What follows belongs to an exercise in optimizing a design on an open flow for small area; a production flow would make more cautious choices. In this exercise RTL edits were held to simulation tests only and were not proved equivalent to the original. The flow treats the clock pin as an ideal source. Dropping or thinning the clock tree relies on that and would not hold on a real chip. Power is estimated from default activity; no workload was simulated.

==> run a <==
==> flow/design.v <==
module clock(
input wire[0:1] sw,
input clk,
input clr,
input seth,
input setm,
output wire[3:0] an,
output wire[6:0] atog,
output wire[3:0] secondLow,
output wire[3:0] secondHigh
);
reg [9:0] c;
wire step = c[9] & c[8] & c[7] & c[6] & c[5] & c[3];
wire [9:0] ct;    
assign ct[0] = 1'b1;
genvar gi;
generate for (gi = 1; gi < 10; gi = gi + 1) begin : g_ct
	assign ct[gi] = ct[gi-1] & c[gi-1];
end endgenerate
wire [9:0] c_nx = (c ^ ct) & ~({10{step}} & 10'b1111101001);
reg [3:0] psl_r;
reg [2:0] psh_r;
wire [3:0] psl = psl_r ^ 4'b1001;
wire [2:0] psh = psh_r ^ 3'b101;
reg showp, ones;
reg [3:0] ml, cl;      
reg [2:0] mh, ch;      
reg [7:0] hour, hourc;
reg [3:0] dml;         
reg [2:0] dmh;         
reg [4:0] dh;          
reg shown;             
wire sel = sw[1];
wire h12 = sw[0];
function [3:0] inc10;
	input [3:0] q;
	input en;
	begin
		inc10[0] = q[0] ^ en;
		inc10[1] = q[1] ^ (en & q[0] & ~q[3]);
		inc10[2] = q[2] ^ (en & q[0] & q[1]);
		inc10[3] = q[3] ^ (en & q[0] & (q[3] | (q[1] & q[2])));
	end
endfunction
function [2:0] inc6;
	input [2:0] q;
	input en;
	begin
		inc6[0] = q[0] ^ en;
		inc6[1] = q[1] ^ (en & q[0] & ~q[2]);
		inc6[2] = q[2] ^ (en & q[0] & (q[2] | q[1]));
	end
endfunction
function [7:0] inch;
	input [7:0] q;
	input en;
	input wrap;
	reg [7:0] t;
	integer k;
	begin
		t[0] = en;
		for (k = 1; k < 8; k = k + 1)
			t[k] = t[k-1] & q[k-1];
		inch = (q ^ t) & ~({8{en & wrap}} & 8'b00011100);    
	end
endfunction
wire psl9 = psl[0] & psl[3];
wire ps58 = psh[2] & psh[0] & psl[3] & ~psl[0];    
wire ml9 = ml[0] & ml[3];
wire cl9 = cl[0] & cl[3];
wire m59 = mh[2] & mh[0] & ml9;
wire wraph  = (hour[7:5] == 3'd0)  & (h12 ? (hour[4:0] == 5'd11)  : (hour[4:0] == 5'd23));
wire wraphc = (hourc[7:5] == 3'd0) & (h12 ? (hourc[4:0] == 5'd11) : (hourc[4:0] == 5'd23));
wire mroll = ps58;                         
wire hbut  = seth & ~sel;
wire mbut  = setm & ~sel;
wire mzero = hbut & wraph & ~mroll;
wire minc  = (mroll | mbut) & ~mzero;
wire hinc  = ((mbut | mroll) & m59) | hbut;
wire [4:0] hs = sel ? hourc[4:0] : hour[4:0];
wire hz = sel ? (hourc[7:5] == 3'd0) : (hour[7:5] == 3'd0);
wire [3:0] msl = sel ? cl : ml;
wire [2:0] msh = sel ? ch : mh;
wire hok = hz & ~(hs[4] & (h12 ? (hs[3] | hs[2]) : (hs[3] & hs[2] & hs[1])));
wire blink = ~(mh[2] | mh[1] | mh[0] | ml[3] | ml[2] | ml[1] | ml[0]) |
             ((hourc == hour) & (mh == ch) & (ml == cl));
wire slz = ~ones & (~showp | (psl == 4'd0));
always @(posedge clk or posedge clr)
begin
	if (clr) begin
		c <= 0;
		psl_r <= 4'd0; psh_r <= 3'd0;
		showp <= 0; ones <= 0;
		ml <= 0; mh <= 0; cl <= 0; ch <= 0;
		hour <= 0; hourc <= 0;
		shown <= 0;
	end else begin
		c <= c_nx;
		psl_r <= inc10(psl, step) ^ 4'b1001;
		psh_r <= inc6(psh, step & psl9) ^ 3'b101;
		if (step) begin
			showp <= ~blink;
			ones <= blink & slz;
		end
		if (step & mzero) begin
			ml <= 0; mh <= 0;
		end else begin
			ml <= inc10(ml, step & minc);
			mh <= inc6(mh, step & minc & ml9);
		end
		hour <= inch(hour, step & hinc, wraph);
		cl <= inc10(cl, step & setm & sel);
		ch <= inc6(ch, step & setm & sel & cl9);
		hourc <= inch(hourc, step & seth & sel, wraphc);
		if (step)
			shown <= 1;
	end
end
wire ldm_c = step & sel;
wire ldm_m = step & ~sel;
wire ldh = step & hok;
wire ldh_c = ldh & sel;
wire ldh_m = ldh & ~sel;
always @(posedge clk)
begin
	dml <= ({4{ldm_c}} & cl) | ({4{ldm_m}} & ml) | ({4{~step}} & dml);
	dmh <= ({3{ldm_c}} & ch) | ({3{ldm_m}} & mh) | ({3{~step}} & dmh);
	dh <= ({5{ldh_c}} & hourc[4:0]) | ({5{ldh_m}} & hour[4:0]) | ({5{~ldh}} & dh);
end
assign secondLow  = {4{showp}} & psl | {4{ones}};
assign secondHigh = {ones, {3{showp}} & psh | {3{ones}}};
wire [1:0] s = c[5:4];
assign an = ~(4'b0001 << s);
wire [3:0] dv = dh[4:1];
wire [1:0] dhh;    
wire [2:0] dhl3;   
assign dhl3[0] = (~dv[3] & ~dv[2] & ~dv[1] & dv[0]) |
	(~dv[3] & ~dv[2] & dv[1] & dv[0]) |
	(~dv[3] & dv[2] & dv[1] & ~dv[0]) |
	(dv[3] & ~dv[2] & ~dv[1] & ~dv[0]) |
	(dv[3] & ~dv[2] & dv[1] & dv[0]) |
	(dv[3] & dv[2] & ~dv[1] & dv[0]);
assign dhl3[1] = (~dv[3] & ~dv[2] & dv[1] & ~dv[0]) |
	(~dv[3] & ~dv[2] & dv[1] & dv[0]) |
	(~dv[3] & dv[2] & dv[1] & dv[0]) |
	(dv[3] & ~dv[2] & ~dv[1] & ~dv[0]) |
	(dv[3] & dv[2] & ~dv[1] & ~dv[0]) |
	(dv[3] & dv[2] & ~dv[1] & dv[0]);
assign dhl3[2] = (~dv[3] & dv[2] & ~dv[1] & ~dv[0]) |
	(dv[3] & ~dv[2] & ~dv[1] & dv[0]) |
	(dv[3] & dv[2] & dv[1] & ~dv[0]);
assign dhh[0] = (~dv[3] & dv[2] & ~dv[1] & dv[0]) |
	(~dv[3] & dv[2] & dv[1] & ~dv[0]) |
	(~dv[3] & dv[2] & dv[1] & dv[0]) |
	(dv[3] & ~dv[2] & ~dv[1] & ~dv[0]) |
	(dv[3] & ~dv[2] & ~dv[1] & dv[0]) |
	(dv[3] & dv[2] & dv[1] & dv[0]);
assign dhh[1] = (dv[3] & ~dv[2] & dv[1] & ~dv[0]) |
	(dv[3] & ~dv[2] & dv[1] & dv[0]) |
	(dv[3] & dv[2] & ~dv[1] & ~dv[0]) |
	(dv[3] & dv[2] & ~dv[1] & dv[0]) |
	(dv[3] & dv[2] & dv[1] & ~dv[0]) |
	(dv[3] & dv[2] & dv[1] & dv[0]);
wire [3:0] dhl = {dhl3, dh[0]};
wire [3:0] digit = ~shown ? 4'd0 : (s == 2'd0) ? dml : (s == 2'd1) ? {1'b0, dmh} : (s == 2'd2) ? dhl : {2'b00, dhh};
wire A = digit[3], B = digit[2], C = digit[1], D = digit[0];
wire sa = A | C | (B & D) | (~B & ~D);
wire sb = ~B | (~C & ~D) | (C & D);
wire sc = B | ~C | D;
wire sd = (~B & ~D) | (C & ~B) | (B & ~C & D) | (C & ~D) | A;
wire se = (~B & ~D) | (C & ~D);
wire sf = A | (~C & ~D) | (B & ~C) | (B & ~D);
wire sg = A | (B & ~C) | (C & ~B) | (C & ~D);
assign atog = ~{sa, sb, sc, sd, se, sf, sg};
endmodule
==> flow/flow/run.sh <==
#!/bin/bash
# Layout flow: the standard ORFS flow with
#  - the standard synthesis script (registers mapped exactly as there), but no
#    full-adder extraction and area-oriented ABC runs: the logic is mapped with 24
#    ABC scripts (two mapping recipes after &deepsyn with 12 seeds each) and the
#    smallest result is kept,
#  - minimum-size port buffers,
#  - a clock tree of four clkbuf_8, each driving the flip-flops of one quadrant
#    (flow/manual_cts.tcl), in place of TritonCTS.
set -euo pipefail
W=$PWD
F=$W/flow
LIB=$FLOW_HOME/platforms/sky130hd/lib/sky130_fd_sc_hd__tt_025C_1v80.lib
# the ABC scripts
mkdir -p $W/abc
for S in 1 2 3 4 5 6 7 8 9 10 11 12; do
  printf '&get -n\n&st\n&deepsyn -T 10 -S %d\n&dch -f\n&nf -p -F 10 -A 10 -R 1000 -C 32\n&put\ntopo\n' $S > $W/abc/abc_d$S.script
  printf '&get -n\n&st\n&deepsyn -T 10 -S %d\n&dch -f -C 32\n&nf -p -F 10 -A 10 -R 1000 -C 32 -E 50\n&put\ntopo\n' $S > $W/abc/abc_e$S.script
done
# synthesis script: the standard flow's own, with ABC run once per script and the smallest mapping kept
{
  cat <<'EOT'
proc abc {args} {
  set i [lsearch $args -script]
  set best_area 1e18
  yosys design -save pre_abc
  foreach s [lsort [glob $::env(MY_ABC_DIR)/abc*.script]] {
    yosys design -load pre_abc
    set a $args
    lset a [expr {$i+1}] $s
    yosys abc {*}$a
    set st [yosys tee -q -s result.string stat -liberty $::env(MY_LIB)]
    regexp {Chip area for module '\\clock': ([0-9.]+)} $st -> area
    puts "ABCTRY $s $area"
    if {$area < $best_area} { set best_area $area; yosys design -save best_abc }
  }
  puts "ABCBEST $best_area"
  yosys design -load best_abc
}
EOT
  cat $W/synth_recipe.tcl
} > $W/synth_area.tcl

export MY_ABC_DIR=$W/abc MY_LIB=$LIB
make -C $FLOW_HOME DESIGN_CONFIG=$FLOW_CONFIG WORK_HOME=$W/orfs CLKGATE_MAP_FILE= \
  SYNTH_SCRIPT=$W/synth_area.tcl ADDER_MAP_FILE= \
  "BUFFER_PORTS_ARGS=-buffer_cell sky130_fd_sc_hd__buf_1" \
  PRE_CTS_TCL=$F/manual_cts.tcl MCTS_CELL=sky130_fd_sc_hd__clkbuf_8 MCTS_NBUF=4 MCTS_NX=2 \
  finish > $W/make.log 2>&1

R=$W/orfs/results/sky130hd/clock/base
: # left out here: write the final layout as DEF
==> flow/flow/manual_cts.tcl <==
# Manual clock tree: the clock port drives NBUF clock buffers (cell CLKCELL), each
# driving the flip-flops nearest to it (split by x coordinate).
proc manual_clock_tree {} {
  set cell [expr {[info exists ::env(MCTS_CELL)] ? $::env(MCTS_CELL) : "sky130_fd_sc_hd__clkbuf_16"}]
  set nbuf [expr {[info exists ::env(MCTS_NBUF)] ? $::env(MCTS_NBUF) : 1}]
  set block [ord::get_db_block]
  set master [[ord::get_db] findMaster $cell]
  set clknet [$block findNet clk]
  set sinks {}
  foreach it [$clknet getITerms] {
    set inst [$it getInst]
    set b [$inst getBBox]
    lappend sinks [list $it [expr {([$b xMin] + [$b xMax]) / 2}] [expr {([$b yMin] + [$b yMax]) / 2}]]
  }
  # groups: split by x into NX columns, each column by y into NY rows
  set nx [expr {[info exists ::env(MCTS_NX)] ? $::env(MCTS_NX) : 1}]
  set ny [expr {$nbuf / $nx}]
  set sinks [lsort -integer -index 1 $sinks]
  set n [llength $sinks]
  set groups {}
  for {set i 0} {$i < $nx} {incr i} {
    set col [lsort -integer -index 2 [lrange $sinks [expr {$i * $n / $nx}] [expr {($i + 1) * $n / $nx - 1}]]]
    set m [llength $col]
    for {set j 0} {$j < $ny} {incr j} {
      lappend groups [lrange $col [expr {$j * $m / $ny}] [expr {($j + 1) * $m / $ny - 1}]]
    }
  }
  set k 0
  foreach grp $groups {
    set buf [odb::dbInst_create $block $master "clkbuf_m_$k"]
    set net [odb::dbNet_create $block "clknet_m_$k"]
    $net setSigType CLOCK
    set sx 0; set sy 0
    foreach s $grp {
      set it [lindex $s 0]
      $it disconnect
      $it connect $net
      incr sx [lindex $s 1]; incr sy [lindex $s 2]
    }
    [$buf findITerm A] connect $clknet
    [$buf findITerm X] connect $net
    set g [llength $grp]
    $buf setLocation [expr {$sx / $g}] [expr {$sy / $g}]
    $buf setPlacementStatus PLACED
    incr k
  }
  set_propagated_clock [all_clocks]
}
# replace TritonCTS for this run: the cts step calls clock_tree_synthesis after this file is sourced
rename clock_tree_synthesis triton_clock_tree_synthesis
proc clock_tree_synthesis {args} { manual_clock_tree }
==> flow/standard.sh <==
#!/bin/bash
# synth_recipe.tcl (not shown) runs the flow's synth.tcl, then flattens the netlist and writes it again
# the make line also repeats each setting of config.mk as NAME=value (left out here)
make -C /OpenROAD-flow-scripts/flow DESIGN_CONFIG=/design/flow/config.mk WORK_HOME=/design/flow/orfs CLKGATE_MAP_FILE= SYNTH_SCRIPT=/design/flow/synth_recipe.tcl "${@:-finish}"
==> flow/config.mk <==
export PLATFORM = sky130hd
export DESIGN_NAME = clock
export DESIGN_NICKNAME = clock
export VERILOG_FILES = /design/flow/design.v
export SDC_FILE = /design/flow/constraint.sdc
export NUM_CORES = 4
export LEC_CHECK = 0
export CAP_MARGIN = 20
export CORE_MARGIN = 2
export CORE_UTILIZATION = 70
export PLACE_DENSITY = 0.85
export SLEW_MARGIN = 20
==> flow/constraint.sdc <==
create_clock -name core_clock -period 10.0 [get_ports {clk}]
set_input_delay 2.0000 -clock core_clock [delete_from_list [all_inputs] [get_ports {clk}]]
set_output_delay 2.0000 -clock core_clock [all_outputs]
set_load 0.01 [all_outputs]
==> inputs of run b, as changes to run a <==
==> flow/design.v (replaced) <==
module clock(
input wire[0:1] sw,
input clk,
input clr,
input seth,
input setm,
output wire[3:0] an,
output wire[6:0] atog,
output wire[3:0] secondLow,
output wire[3:0] secondHigh
);
reg [9:0] c;
wire step = c[9] & c[8] & c[7] & c[6] & c[5] & c[3];
wire [9:0] ct;    
assign ct[0] = 1'b1;
genvar gi;
generate for (gi = 1; gi < 10; gi = gi + 1) begin : g_ct
	assign ct[gi] = ct[gi-1] & c[gi-1];
end endgenerate
wire [9:0] c_nx = (c ^ ct) & ~({10{step}} & 10'b1111101001);
reg [3:0] psl;
reg [2:0] psh;
reg showp, ones;
reg [3:0] ml, cl;      
reg [2:0] mh, ch;      
reg [7:0] hour, hourc;
reg [3:0] dml;         
reg [2:0] dmh;         
reg [4:0] dh;          
wire sel = sw[1];
wire h12 = sw[0];
function [3:0] inc10;
	input [3:0] q;
	input en;
	begin
		inc10[0] = q[0] ^ en;
		inc10[1] = q[1] ^ (en & q[0] & ~q[3]);
		inc10[2] = q[2] ^ (en & q[0] & q[1]);
		inc10[3] = q[3] ^ (en & q[0] & (q[3] | (q[1] & q[2])));
	end
endfunction
function [2:0] inc6;
	input [2:0] q;
	input en;
	begin
		inc6[0] = q[0] ^ en;
		inc6[1] = q[1] ^ (en & q[0] & ~q[2]);
		inc6[2] = q[2] ^ (en & q[0] & (q[2] | q[1]));
	end
endfunction
function [7:0] inch;
	input [7:0] q;
	input en;
	input wrap;
	reg [7:0] t;
	integer k;
	begin
		t[0] = en;
		for (k = 1; k < 8; k = k + 1)
			t[k] = t[k-1] & q[k-1];
		inch = wrap ? (en ? 8'd0 : q) : (q ^ t);
	end
endfunction
wire psl9 = psl[0] & psl[3];
wire ps58 = psh[2] & psh[0] & psl[3] & ~psl[0];    
wire ml9 = ml[0] & ml[3];
wire cl9 = cl[0] & cl[3];
wire m59 = mh[2] & mh[0] & ml9;
wire wraph  = (hour[7:5] == 3'd0)  & (h12 ? (hour[4:0] == 5'd11)  : (hour[4:0] == 5'd23));
wire wraphc = (hourc[7:5] == 3'd0) & (h12 ? (hourc[4:0] == 5'd11) : (hourc[4:0] == 5'd23));
wire mroll = ps58;                         
wire hbut  = seth & ~sel;
wire mbut  = setm & ~sel;
wire mzero = hbut & wraph & ~mroll;
wire minc  = (mroll | mbut) & ~mzero;
wire hinc  = ((mbut | mroll) & m59) | hbut;
wire [7:0] hs = sel ? hourc : hour;
wire [3:0] msl = sel ? cl : ml;
wire [2:0] msh = sel ? ch : mh;
wire hok = (hs[7:5] == 3'd0) & ~(hs[4] & (h12 ? (hs[3] | hs[2]) : (hs[3] & hs[2] & hs[1])));
wire blink = ~(mh[2] | mh[1] | mh[0] | ml[3] | ml[2] | ml[1] | ml[0]) |
             ((hourc == hour) & (mh == ch) & (ml == cl));
wire slz = ~ones & (~showp | (psl == 4'd0));
always @(posedge clk or posedge clr)
begin
	if (clr) begin
		c <= 0;
		psl <= 4'd9; psh <= 3'd5;
		showp <= 0; ones <= 0;
		ml <= 0; mh <= 0; cl <= 0; ch <= 0;
		hour <= 0; hourc <= 0;
		dml <= 0; dmh <= 0; dh <= 0;
	end else begin
		c <= c_nx;
		psl <= inc10(psl, step);
		psh <= inc6(psh, step & psl9);
		if (step) begin
			showp <= ~blink;
			ones <= blink & slz;
		end
		if (step & mzero) begin
			ml <= 0; mh <= 0;
		end else begin
			ml <= inc10(ml, step & minc);
			mh <= inc6(mh, step & minc & ml9);
		end
		hour <= inch(hour, step & hinc, wraph);
		cl <= inc10(cl, step & setm & sel);
		ch <= inc6(ch, step & setm & sel & cl9);
		hourc <= inch(hourc, step & seth & sel, wraphc);
		if (step) begin
			dml <= msl; dmh <= msh;
		end
		if (step & hok) begin
			dh <= hs[4:0];
		end
	end
end
assign secondLow  = {4{showp}} & psl | {4{ones}};
assign secondHigh = {ones, {3{showp}} & psh | {3{ones}}};
wire [1:0] s = c[5:4];
assign an = ~(4'b0001 << s);
reg [1:0] dhh;
reg [2:0] dhl3;
always @(*) begin
	case (dh[4:1])
		4'd0:  {dhh, dhl3} = {2'd0, 3'd0};
		4'd1:  {dhh, dhl3} = {2'd0, 3'd1};
		4'd2:  {dhh, dhl3} = {2'd0, 3'd2};
		4'd3:  {dhh, dhl3} = {2'd0, 3'd3};
		4'd4:  {dhh, dhl3} = {2'd0, 3'd4};
		4'd5:  {dhh, dhl3} = {2'd1, 3'd0};
		4'd6:  {dhh, dhl3} = {2'd1, 3'd1};
		4'd7:  {dhh, dhl3} = {2'd1, 3'd2};
		4'd8:  {dhh, dhl3} = {2'd1, 3'd3};
		4'd9:  {dhh, dhl3} = {2'd1, 3'd4};
		4'd10: {dhh, dhl3} = {2'd2, 3'd0};
		4'd11: {dhh, dhl3} = {2'd2, 3'd1};
		4'd12: {dhh, dhl3} = {2'd2, 3'd2};
		4'd13: {dhh, dhl3} = {2'd2, 3'd3};
		4'd14: {dhh, dhl3} = {2'd2, 3'd4};
		default: {dhh, dhl3} = {2'd3, 3'd0};
	endcase
end
wire [3:0] dhl = {dhl3, dh[0]};
wire [3:0] digit = (s == 2'd0) ? dml : (s == 2'd1) ? {1'b0, dmh} : (s == 2'd2) ? dhl : {2'b00, dhh};
wire A = digit[3], B = digit[2], C = digit[1], D = digit[0];
wire sa = A | C | (B & D) | (~B & ~D);
wire sb = ~B | (~C & ~D) | (C & D);
wire sc = B | ~C | D;
wire sd = (~B & ~D) | (C & ~B) | (B & ~C & D) | (C & ~D) | A;
wire se = (~B & ~D) | (C & ~D);
wire sf = A | (~C & ~D) | (B & ~C) | (B & ~D);
wire sg = A | (B & ~C) | (C & ~B) | (C & ~D);
assign atog = ~{sa, sb, sc, sd, se, sf, sg};
endmodule
==> flow/flow/run.sh (replaced) <==
#!/bin/bash
# Layout flow: the standard ORFS flow with
#  - the standard synthesis script (registers mapped exactly as there), but no
#    full-adder extraction and area-oriented ABC runs: the logic is mapped with each
#    flow/abc*.script and the smallest result is kept,
#  - minimum-size port buffers,
#  - a clock tree of four clkbuf_8, each driving the flip-flops of one quadrant
#    (flow/manual_cts.tcl), in place of TritonCTS.
set -euo pipefail
W=$PWD
F=$W/flow
LIB=$FLOW_HOME/platforms/sky130hd/lib/sky130_fd_sc_hd__tt_025C_1v80.lib
# synthesis script: the standard flow's own, with ABC run once per script and the smallest mapping kept
{
  cat <<'EOT'
proc abc {args} {
  set i [lsearch $args -script]
  set best_area 1e18
  yosys design -save pre_abc
  foreach s [lsort [glob $::env(MY_ABC_DIR)/abc*.script]] {
    yosys design -load pre_abc
    set a $args
    lset a [expr {$i+1}] $s
    yosys abc {*}$a
    set st [yosys tee -q -s result.string stat -liberty $::env(MY_LIB)]
    regexp {Chip area for module '\\clock': ([0-9.]+)} $st -> area
    puts "ABCTRY $s $area"
    if {$area < $best_area} { set best_area $area; yosys design -save best_abc }
  }
  puts "ABCBEST $best_area"
  yosys design -load best_abc
}
EOT
  cat $W/synth_recipe.tcl
} > $W/synth_area.tcl

export MY_ABC_DIR=$F MY_LIB=$LIB
make -C $FLOW_HOME DESIGN_CONFIG=$FLOW_CONFIG WORK_HOME=$W/orfs CLKGATE_MAP_FILE= \
  SYNTH_SCRIPT=$W/synth_area.tcl ADDER_MAP_FILE= \
  "BUFFER_PORTS_ARGS=-buffer_cell sky130_fd_sc_hd__buf_1" \
  PRE_CTS_TCL=$F/manual_cts.tcl MCTS_CELL=sky130_fd_sc_hd__clkbuf_4 MCTS_NBUF=4 MCTS_NX=2 \
  finish > $W/make.log 2>&1

R=$W/orfs/results/sky130hd/clock/base
: # left out here: write the final layout as DEF
==> flow/flow/abc1.script (new file) <==
&get -n
&st
&deepsyn -T 20
&dch -f
&nf -p -F 10 -A 10 -R 1000 -C 32
&put
topo
==> flow/flow/abc2.script (new file) <==
&get -n
&st
&deepsyn -T 20
&dch -f -C 32
&nf -p -F 10 -A 10 -R 1000 -C 32 -E 50
&put
topo
==> flow/flow/abc3.script (new file) <==
&get -n
&st
&deepsyn -T 20 -S 7
&dch -f
&nf -p -F 10 -A 10 -R 1000 -C 32
&put
topo
==> flow/flow/abc4.script (new file) <==
&get -n
&st
&deepsyn -T 20 -S 3
&dch -f -C 32
&nf -p -F 10 -A 10 -R 1000 -C 32 -E 50
&put
topo
==> flow/flow/abc5.script (new file) <==
&get -n
&st
&dch -f
&nf -a -R 1000
&st
&syn2
&dch -f
&nf -a -R 1000
&st
&syn2
&dch -f
&nf -a -R 1000
&put
topo
- CORE_UTILIZATION: 70 -> 85
- PLACE_DENSITY: 0.85 -> 0.92
==> inputs of run c, as changes to run a <==
--- a/flow/design.v
+++ b/flow/design.v
@@ -30,5 +30,4 @@
 reg [2:0] dmh;         
 reg [4:0] dh;          
-reg shown;             
 wire sel = sw[1];
 wire h12 = sw[0];
@@ -94,5 +93,5 @@
 		ml <= 0; mh <= 0; cl <= 0; ch <= 0;
 		hour <= 0; hourc <= 0;
-		shown <= 0;
+		dml <= 0; dmh <= 0; dh <= 0;
 	end else begin
 		c <= c_nx;
@@ -113,18 +112,11 @@
 		ch <= inc6(ch, step & setm & sel & cl9);
 		hourc <= inch(hourc, step & seth & sel, wraphc);
-		if (step)
-			shown <= 1;
+		if (step) begin
+			dml <= msl; dmh <= msh;
+		end
+		if (step & hok) begin
+			dh <= hs[4:0];
+		end
 	end
-end
-wire ldm_c = step & sel;
-wire ldm_m = step & ~sel;
-wire ldh = step & hok;
-wire ldh_c = ldh & sel;
-wire ldh_m = ldh & ~sel;
-always @(posedge clk)
-begin
-	dml <= ({4{ldm_c}} & cl) | ({4{ldm_m}} & ml) | ({4{~step}} & dml);
-	dmh <= ({3{ldm_c}} & ch) | ({3{ldm_m}} & mh) | ({3{~step}} & dmh);
-	dh <= ({5{ldh_c}} & hourc[4:0]) | ({5{ldh_m}} & hour[4:0]) | ({5{~ldh}} & dh);
 end
 assign secondLow  = {4{showp}} & psl | {4{ones}};
@@ -132,36 +124,28 @@
 wire [1:0] s = c[5:4];
 assign an = ~(4'b0001 << s);
-wire [3:0] dv = dh[4:1];
-wire [1:0] dhh;    
-wire [2:0] dhl3;   
-assign dhl3[0] = (~dv[3] & ~dv[2] & ~dv[1] & dv[0]) |
-	(~dv[3] & ~dv[2] & dv[1] & dv[0]) |
-	(~dv[3] & dv[2] & dv[1] & ~dv[0]) |
-	(dv[3] & ~dv[2] & ~dv[1] & ~dv[0]) |
-	(dv[3] & ~dv[2] & dv[1] & dv[0]) |
-	(dv[3] & dv[2] & ~dv[1] & dv[0]);
-assign dhl3[1] = (~dv[3] & ~dv[2] & dv[1] & ~dv[0]) |
-	(~dv[3] & ~dv[2] & dv[1] & dv[0]) |
-	(~dv[3] & dv[2] & dv[1] & dv[0]) |
-	(dv[3] & ~dv[2] & ~dv[1] & ~dv[0]) |
-	(dv[3] & dv[2] & ~dv[1] & ~dv[0]) |
-	(dv[3] & dv[2] & ~dv[1] & dv[0]);
-assign dhl3[2] = (~dv[3] & dv[2] & ~dv[1] & ~dv[0]) |
-	(dv[3] & ~dv[2] & ~dv[1] & dv[0]) |
-	(dv[3] & dv[2] & dv[1] & ~dv[0]);
-assign dhh[0] = (~dv[3] & dv[2] & ~dv[1] & dv[0]) |
-	(~dv[3] & dv[2] & dv[1] & ~dv[0]) |
-	(~dv[3] & dv[2] & dv[1] & dv[0]) |
-	(dv[3] & ~dv[2] & ~dv[1] & ~dv[0]) |
-	(dv[3] & ~dv[2] & ~dv[1] & dv[0]) |
-	(dv[3] & dv[2] & dv[1] & dv[0]);
-assign dhh[1] = (dv[3] & ~dv[2] & dv[1] & ~dv[0]) |
-	(dv[3] & ~dv[2] & dv[1] & dv[0]) |
-	(dv[3] & dv[2] & ~dv[1] & ~dv[0]) |
-	(dv[3] & dv[2] & ~dv[1] & dv[0]) |
-	(dv[3] & dv[2] & dv[1] & ~dv[0]) |
-	(dv[3] & dv[2] & dv[1] & dv[0]);
+reg [1:0] dhh;
+reg [2:0] dhl3;
+always @(*) begin
+	case (dh[4:1])
+		4'd0:  {dhh, dhl3} = {2'd0, 3'd0};
+		4'd1:  {dhh, dhl3} = {2'd0, 3'd1};
+		4'd2:  {dhh, dhl3} = {2'd0, 3'd2};
+		4'd3:  {dhh, dhl3} = {2'd0, 3'd3};
+		4'd4:  {dhh, dhl3} = {2'd0, 3'd4};
+		4'd5:  {dhh, dhl3} = {2'd1, 3'd0};
+		4'd6:  {dhh, dhl3} = {2'd1, 3'd1};
+		4'd7:  {dhh, dhl3} = {2'd1, 3'd2};
+		4'd8:  {dhh, dhl3} = {2'd1, 3'd3};
+		4'd9:  {dhh, dhl3} = {2'd1, 3'd4};
+		4'd10: {dhh, dhl3} = {2'd2, 3'd0};
+		4'd11: {dhh, dhl3} = {2'd2, 3'd1};
+		4'd12: {dhh, dhl3} = {2'd2, 3'd2};
+		4'd13: {dhh, dhl3} = {2'd2, 3'd3};
+		4'd14: {dhh, dhl3} = {2'd2, 3'd4};
+		default: {dhh, dhl3} = {2'd3, 3'd0};
+	endcase
+end
 wire [3:0] dhl = {dhl3, dh[0]};
-wire [3:0] digit = ~shown ? 4'd0 : (s == 2'd0) ? dml : (s == 2'd1) ? {1'b0, dmh} : (s == 2'd2) ? dhl : {2'b00, dhh};
+wire [3:0] digit = (s == 2'd0) ? dml : (s == 2'd1) ? {1'b0, dmh} : (s == 2'd2) ? dhl : {2'b00, dhh};
 wire A = digit[3], B = digit[2], C = digit[1], D = digit[0];
 wire sa = A | C | (B & D) | (~B & ~D);
==> summary of the runs <==
- Critical path depth: run c is higher than run a (1).
- In run c the die area is higher than in run a, by 0.20%.
- Of run a and run c, run c has the higher fmax (gap about 1.7%, measured against run c).
- Run a finished clean. Run c finished clean. Run b did not get past global placement without I/O (GPL-0301).
- Combinational power: run a is larger than run c (about 10%).
- Against run a, the setup slack of run c is better by 0.077 ns.
- Against run c, the sequential cell count of run a is higher by 1.
- In run a the clock power is larger than in run c, by about 5%.
==> figures <==
| quantity | run a | run c | run b |
|---|---|---|---|
| DRT iter0 DRCs | 223 | 227 | - |
| Total power | 0.000361 W | 0.000351 W | - |
| Number of instances in the synthesized netlist | 328 | 330 | 330 |
| Detail-routed net length per standard cell | 15.8 microns | 16.2 microns | - |
| Synth top area share | 0.417 | 0.508 | 0.469 |
| Final std cell area, no fill | 0.00322 sq mm | 0.00322 sq mm | - |
| Flip-flop and latch share of the layout cell area | 0.464 | 0.474 | - |
| Portion of total power attributed to the clock network | 0.272 | 0.267 | - |
| Result of the run | complete, no violations | complete, no violations | did not finish |
| Last stage reached | - | - | global placement without I/O |
| Leakage power | 1.42 nW | 1.40 nW | - |
| Post-route DRC violation count | 0 | 0 | - |
| Sw power | 0.0000707 W | 0.0000650 W | - |
| Total standard cell area after synthesis | 0.00300 sq mm | 0.00301 sq mm | 0.00304 sq mm |
| Multi-input combinational cell count | 243 | 241 | - |
| Mean post-synth cell area | 9.14 sq um | 9.11 sq um | 9.21 sq um |
In run a and run c the design's own scripts or RTL, not TritonCTS, make the clock network.

-- static timing again, ports no longer ideal --
Ports are ideal in the flow. The routed layouts listed here were re-timed in OpenROAD.
Step 1 (the two cells are an assumption about what drives the block):
set clk [get_ports {clk}]
set_driving_cell -lib_cell sky130_fd_sc_hd__clkbuf_16 $clk
set_driving_cell -lib_cell sky130_fd_sc_hd__buf_2 [delete_from_list [all_inputs] $clk]
Step 2 also shifts input and output timing later by t, the mid clock arrival at the registers, as if the neighbouring blocks saw the same clock.
Three values: ideal ports, drivers, drivers and shift; two values: the first two.
run	shift t [ns]	setup slack, ns	worst setup path after step 2	pins driven straight from the clock port
run a	0.208	5.555 / 5.497 / 5.548	input to register	4
run c	0.207	5.631 / 5.572 / 5.527	input to register	4
After both steps every run listed still meets setup and hold. For run c, which loses most, drivers alone change the setup slack by -0.059 ns; drivers and shift together by -0.104 ns.
